Context: an optimization exercise on an open-source flow, tuned for small area, a short achievable clock period and few clock cycles per item. The choices shown serve that exercise and are no tape-out recipe.
The RTL was checked by simulation tests, not by an equivalence proof against the original design.

== gamma ==
## des_enc
module des_enc (
    input         clk,
    input         rst,
    input         in_valid,
    output        in_ready,
    input  [63:0] in_block,
    input  [63:0] in_key,
    output        out_valid,
    output [63:0] out_block
);
wire [63:0] ip_w;
wire [55:0] cd_w;
des_ip u_ip (.x(in_block), .y(ip_w));
des_pc1 u_pc1 (.key(in_key), .cd(cd_w));
reg [4:0] v_q;
reg [63:0] lr0_q;
reg [55:0] cd0_q;
reg [63:0] lr1_q;
reg [55:0] cd1_q;
reg [63:0] lr2_q;
reg [55:0] cd2_q;
reg [63:0] lr3_q;
reg [55:0] cd3_q;
reg [63:0] out_q;
wire [63:0] st0_w;
des_rounds_1_4 u_st0 (.lr_in(lr0_q), .cd(cd0_q), .lr_out(st0_w));
wire [63:0] st1_w;
des_rounds_5_8 u_st1 (.lr_in(lr1_q), .cd(cd1_q), .lr_out(st1_w));
wire [63:0] st2_w;
des_rounds_9_12 u_st2 (.lr_in(lr2_q), .cd(cd2_q), .lr_out(st2_w));
wire [63:0] st3_w;
des_rounds_13_16 u_st3 (.lr_in(lr3_q), .cd(cd3_q), .lr_out(st3_w));
wire [63:0] fp_w;
des_fp u_fp (.x({st3_w[31:0], st3_w[63:32]}), .y(fp_w));
always @(posedge clk) begin
    if (rst) v_q <= 0;
    else v_q <= {v_q[3:0], in_valid};
    lr0_q <= ip_w;
    cd0_q <= cd_w;
    lr1_q <= st0_w;
    cd1_q <= cd0_q;
    lr2_q <= st1_w;
    cd2_q <= cd1_q;
    lr3_q <= st2_w;
    cd3_q <= cd2_q;
    out_q <= fp_w;
end
assign in_ready = 1'b1;
assign out_valid = v_q[4];
assign out_block = out_q;
endmodule
Size in the first run: about 8,100 cells after synthesis, ~200 I/O pins.
clock: 50.0 ns
lec_check: 0
cap_margin: 20
core_margin: 2
core_utilization: 40
cts_cluster_diameter: 100
cts_cluster_size: 30
slew_margin: 20
standard.sh (not shown) runs the stock make flow with config.mk's settings and CLKGATE_MAP_FILE= SYNTH_SCRIPT=/design/flow/synth_recipe.tcl, a recipe that flattens the netlist after the stock synthesis.
==> flow/flow/run.sh <==
#!/bin/bash
# Own flow: the standard layout (standard.sh), with the S-box modules replaced by
# pre-mapped gate-level netlists during synthesis (see swap.tcl).
set -euo pipefail
W=$(pwd)
export SYNTH_CANONICALIZE_TCL=$W/flow/swap.tcl
BUFFER_PORTS_ARGS="-buffer_cell sky130_fd_sc_hd__buf_1" bash standard.sh SETUP_SLACK_MARGIN=38.75 finish > $W/standard.log 2>&1 || { tail -50 $W/standard.log; exit 1; }
for f in $W/orfs/logs/*/*/*/*.log; do cp "$f" $W/ 2>/dev/null || true; done
tail -5 $W/standard.log
Other scripts of this flow, unchanged in this note and not shown: flow/flow/sbk_gates.v, flow/flow/swap.tcl
Testbench counts of gamma, summed over its fixed seeds: cycles 2,088, items 2,048.
### gamma -> alpha
==> flow/flow/run.sh <==
#!/bin/bash
# Own flow: the standard layout (standard.sh), with the S-box modules replaced by
# pre-mapped gate-level netlists during synthesis (see swap.tcl).
set -euo pipefail
W=$(pwd)
export SYNTH_CANONICALIZE_TCL=$W/flow/swap.tcl
BUFFER_PORTS_ARGS="-buffer_cell sky130_fd_sc_hd__buf_1" bash standard.sh SETUP_SLACK_MARGIN=39 SKIP_INCREMENTAL_REPAIR=1 finish > $W/standard.log 2>&1 || { tail -50 $W/standard.log; exit 1; }
for f in $W/orfs/logs/*/*/*/*.log; do cp "$f" $W/ 2>/dev/null || true; done
tail -5 $W/standard.log
[summary]
- In the metrics for alpha and gamma, the one carrying the lower smallest setup slack after layout is alpha.
- Between alpha and gamma, the difference in routed wire length is negligible.
- On non-filler instance count after layout, alpha and gamma are neck and neck.
- Classification of the worst setup path = reg -> out: gamma; classification of the worst setup path = reg -> reg: alpha
- Delta (alpha minus gamma): number of cells on the worst reg-to-reg path fell about 17%; fraction of area in registers rose 0.37 points.

des_enc again, from the RTL that the note above started with.
Settings: LEC_CHECK=0, CAP_MARGIN=20, CORE_MARGIN=2, CORE_UTILIZATION=40, CTS_CLUSTER_DIAMETER=100, CTS_CLUSTER_SIZE=30, SLEW_MARGIN=20; clock period 50.0 ns.
==> flow/flow/run.sh <==
#!/bin/bash
# Own flow: the standard layout (standard.sh), with the S-box modules replaced by
# pre-mapped gate-level netlists during synthesis (see swap.tcl).
set -euo pipefail
W=$(pwd)
export SYNTH_CANONICALIZE_TCL=$W/flow/swap.tcl
BUFFER_PORTS_ARGS="-buffer_cell sky130_fd_sc_hd__buf_1" bash standard.sh SETUP_SLACK_MARGIN=38.75 finish > $W/standard.log 2>&1 || { tail -50 $W/standard.log; exit 1; }
for f in $W/orfs/logs/*/*/*/*.log; do cp "$f" $W/ 2>/dev/null || true; done
tail -5 $W/standard.log
Other scripts of this flow, unchanged in this note and not shown: flow/flow/sbk_gates.v, flow/flow/swap.tcl
The starting point ran to the end with no violations.
Testbench counts at the start, summed over its fixed seeds: cycles 2,088, items 2,048.
Next try:
==> flow/flow/run.sh (replaced) <==
#!/bin/bash
# Own flow: the standard layout (standard.sh), with the S-box modules replaced by
# pre-mapped gate-level netlists during synthesis (see swap.tcl).
set -euo pipefail
W=$(pwd)
export SYNTH_CANONICALIZE_TCL=$W/flow/swap.tcl
BUFFER_PORTS_ARGS="-buffer_cell sky130_fd_sc_hd__buf_1" bash standard.sh SETUP_SLACK_MARGIN=37.5 finish > $W/standard.log 2>&1 || { tail -50 $W/standard.log; exit 1; }
for f in $W/orfs/logs/*/*/*/*.log; do cp "$f" $W/ 2>/dev/null || true; done
tail -5 $W/standard.log
The changed run completed with no timing, DRC or antenna violations.
Count of clock-buffer cells in the layout does not change.
Register-to-register slack gets worse by 1.2 ns.
Routed wire length barely changes.
Final area decreases by a few percent.
Next try:
==> flow/flow/run.sh (replaced) <==
#!/bin/bash
# Own flow: the standard layout (standard.sh), with the S-box modules replaced by
# pre-mapped gate-level netlists during synthesis (see swap.tcl).
set -euo pipefail
W=$(pwd)
export SYNTH_CANONICALIZE_TCL=$W/flow/swap.tcl
BUFFER_PORTS_ARGS="-buffer_cell sky130_fd_sc_hd__buf_1" bash standard.sh SETUP_SLACK_MARGIN=38 finish > $W/standard.log 2>&1 || { tail -50 $W/standard.log; exit 1; }
for f in $W/orfs/logs/*/*/*/*.log; do cp "$f" $W/ 2>/dev/null || true; done
tail -5 $W/standard.log
The changed run ran to the end with no violations.
Count of clock-buffer cells in the layout stays the same.
Maximum frequency came out higher by a few percent.
Register-to-register slack gains 0.50 ns.
Die area stays the same.
Setup slack improved by 0.50 ns.
Design area rises slightly.
Clock skew grows by 0.0050 ns.
Next try:
==> flow/flow/run.sh (replaced) <==
#!/bin/bash
# Own flow: the standard layout (standard.sh), with the S-box modules replaced by
# pre-mapped gate-level netlists during synthesis (see swap.tcl).
set -euo pipefail
W=$(pwd)
export SYNTH_CANONICALIZE_TCL=$W/flow/swap.tcl
BUFFER_PORTS_ARGS="-buffer_cell sky130_fd_sc_hd__buf_1" bash standard.sh SETUP_SLACK_MARGIN=39.3 finish > $W/standard.log 2>&1 || { tail -50 $W/standard.log; exit 1; }
for f in $W/orfs/logs/*/*/*/*.log; do cp "$f" $W/ 2>/dev/null || true; done
tail -5 $W/standard.log
=> Setup slack improved by 0.46 ns. Clock-buffer cell count is unchanged. Wire length climbs by 0.50%. Via count rises by 0.77%. Hold slack improves by 0.0071 ns. Non-clock buffer count rises by 28.
Next try:
==> flow/flow/run.sh (replaced) <==
#!/bin/bash
# Own flow: the standard layout (standard.sh), with the S-box modules replaced by
# pre-mapped gate-level netlists during synthesis (see swap.tcl).
set -euo pipefail
W=$(pwd)
export SYNTH_CANONICALIZE_TCL=$W/flow/swap.tcl
BUFFER_PORTS_ARGS="-buffer_cell sky130_fd_sc_hd__buf_1" bash standard.sh SETUP_SLACK_MARGIN=39 finish > $W/standard.log 2>&1 || { tail -50 $W/standard.log; exit 1; }
for f in $W/orfs/logs/*/*/*/*.log; do cp "$f" $W/ 2>/dev/null || true; done
tail -5 $W/standard.log
- CTS_CLUSTER_DIAMETER: 100 -> unset
- CTS_CLUSTER_SIZE: 30 -> unset
Effect:
- wire length barely changes
- worst hold slack degrades by 0.019 ns
- clock skew goes down by 0.010 ns

Setup of run A:
des_enc again, from the RTL that the note above started with.
clock: 50.0 ns
lec_check: 0
cap_margin: 20
core_margin: 2
core_utilization: 40
cts_buf_list: sky130_fd_sc_hd__clkbuf_8 sky130_fd_sc_hd__clkbuf_16
cts_cluster_diameter: 60
cts_cluster_size: 20
slew_margin: 20
==> flow/flow/run.sh <==
#!/bin/bash
# Own flow: the standard layout (standard.sh), with the S-box modules replaced by
# pre-mapped gate-level netlists during synthesis (see swap.tcl).
set -euo pipefail
W=$(pwd)
export SYNTH_CANONICALIZE_TCL=$W/flow/swap.tcl
bash standard.sh SETUP_SLACK_MARGIN=39 finish > $W/standard.log 2>&1 || { tail -50 $W/standard.log; exit 1; }
for f in $W/orfs/logs/*/*/*/*.log; do cp "$f" $W/ 2>/dev/null || true; done
tail -5 $W/standard.log
Other scripts of this flow, unchanged in this note and not shown: flow/flow/sbk_gates.v, flow/flow/swap.tcl
Testbench counts of run A, summed over its fixed seeds: cycles 2,088, items 2,048.
diff inputs: run A => run B
# run A
export LEC_CHECK = 0
export CAP_MARGIN = 20
export CORE_MARGIN = 2
export CORE_UTILIZATION = 40
export CTS_BUF_LIST = sky130_fd_sc_hd__clkbuf_8 sky130_fd_sc_hd__clkbuf_16
export CTS_CLUSTER_DIAMETER = 60
export CTS_CLUSTER_SIZE = 20
export SLEW_MARGIN = 20
create_clock -name core_clock -period 50.0 [get_ports {clk}]
# run B
export LEC_CHECK = 0
export CAP_MARGIN = 20
export CORE_MARGIN = 2
export CORE_UTILIZATION = 40
export SLEW_MARGIN = 20
create_clock -name core_clock -period 50.0 [get_ports {clk}]
Findings:
- On combined global-route utilization of all metal layers, run A tracks run B almost exactly.
- Run B vs run A, largest net degree at the start of global routing went down by 3.
- Re setup slack after layout: run B is 0.034 ns up on run A.
- Status: area share of buffers outside the clock network parity (run B, run A)
Modified inputs, run C compared to run B
==> flow/flow/run.sh <==
#!/bin/bash
# Own flow: the standard layout (standard.sh), with the S-box modules replaced by
# pre-mapped gate-level netlists during synthesis (see swap.tcl).
set -euo pipefail
W=$(pwd)
export SYNTH_CANONICALIZE_TCL=$W/flow/swap.tcl
BUFFER_PORTS_ARGS="-buffer_cell sky130_fd_sc_hd__buf_1" bash standard.sh SETUP_SLACK_MARGIN=39 finish > $W/standard.log 2>&1 || { tail -50 $W/standard.log; exit 1; }
for f in $W/orfs/logs/*/*/*/*.log; do cp "$f" $W/ 2>/dev/null || true; done
tail -5 $W/standard.log
Notes after the runs:
- Run C against run B: register-to-register slack saw an increase; sequential cell area in the final layout saw little to no change.
- Looking only at core occupancy in the finished layout, and setting everything else aside, the higher value of run B and run C goes to run B.
## Diff of input files: run D against run C
==> flow/flow/run.sh <==
#!/bin/bash
# Own flow: the standard layout (standard.sh), with the S-box modules replaced by
# pre-mapped gate-level netlists during synthesis (see swap.tcl).
set -euo pipefail
W=$(pwd)
export SYNTH_CANONICALIZE_TCL=$W/flow/swap.tcl
bash standard.sh finish > $W/standard.log 2>&1 || { tail -50 $W/standard.log; exit 1; }
for f in $W/orfs/logs/*/*/*/*.log; do cp "$f" $W/ 2>/dev/null || true; done
tail -5 $W/standard.log
## What came out
Run D against run C: die area essentially unchanged, routed wire length fell by 930 um. Against run C, worst hold slack in run D came out better. ~same total instance count after detailed placement in run C and run D. Run C reports its kind of critical path as flop to output port while run D reports flop to flop. Comparing run C and run D, the higher share of post-route cells with drive strength above 1 is on run C. Sequential cell area share: run D vs run C up 0.24 points. Via count of the first global-routing pass was lower in run D than in run C. Compared with run C, run D shows final weighted congestion in routability-driven placement lower by 0.88%. Layout net count across run C and run D: no real change. Run D reports its uppermost layer routed as met5 while run C reports met4.

afterwards: timing with drivers on the ports:
The flow's constraints put no driver on any port. The routed layouts listed below were extracted and timed again, unchanged, in two steps. Step 1 assumes that a clkbuf_16 drives the clock port and a buf_2 every other input. Step 2 moves the port delays by t, midway between the first and last clock arrival at a register: inputs arrive t later, outputs are due t later. That takes back most of the time a late clock gives input paths. Three values: ideal ports, drivers, drivers and shift; two values: the first two.
run	t, ns	setup slack, ns	hold slack, ns	clock arrival spread, ns	cell pins on the clock port's net
gamma	0.718	38.850 / 38.772 / 39.178	0.441 / 0.441 / 0.441	0.048 / 0.049	1
alpha	0.722	38.616 / 38.616 / 38.616	0.433 / 0.433 / 0.433	0.047 / 0.047	1
the first run of note 2	0.720	38.855 / 38.774 / 39.093	0.424 / 0.424 / 0.424	0.057 / 0.056	1
the second run of note 2	0.718	37.936 / 37.936 / 37.936	0.433 / 0.433 / 0.433	0.052 / 0.053	1
the third run of note 2	0.721	38.435 / 38.435 / 38.435	0.433 / 0.433 / 0.433	0.058 / 0.058	1
the fourth run of note 2	0.720	38.890 / 38.814 / 39.429	0.440 / 0.440 / 0.440	0.058 / 0.058	1
the fifth run of note 2	0.780	38.843 / 38.761 / 39.326	0.421 / 0.421 / 0.421	0.052 / 0.051	1
run A	0.775	38.840 / 38.761 / 39.147	0.441 / 0.441 / 0.441	0.041 / 0.040	1
run B	0.758	38.874 / 38.786 / 39.270	0.440 / 0.440 / 0.440	0.051 / 0.051	1
run C	0.784	38.862 / 38.779 / 39.421	0.436 / 0.436 / 0.436	0.045 / 0.044	1
run D	0.758	37.752 / 37.752 / 37.752	0.439 / 0.439 / 0.439	0.055 / 0.055	1
After both steps setup and hold are still met in every run listed.
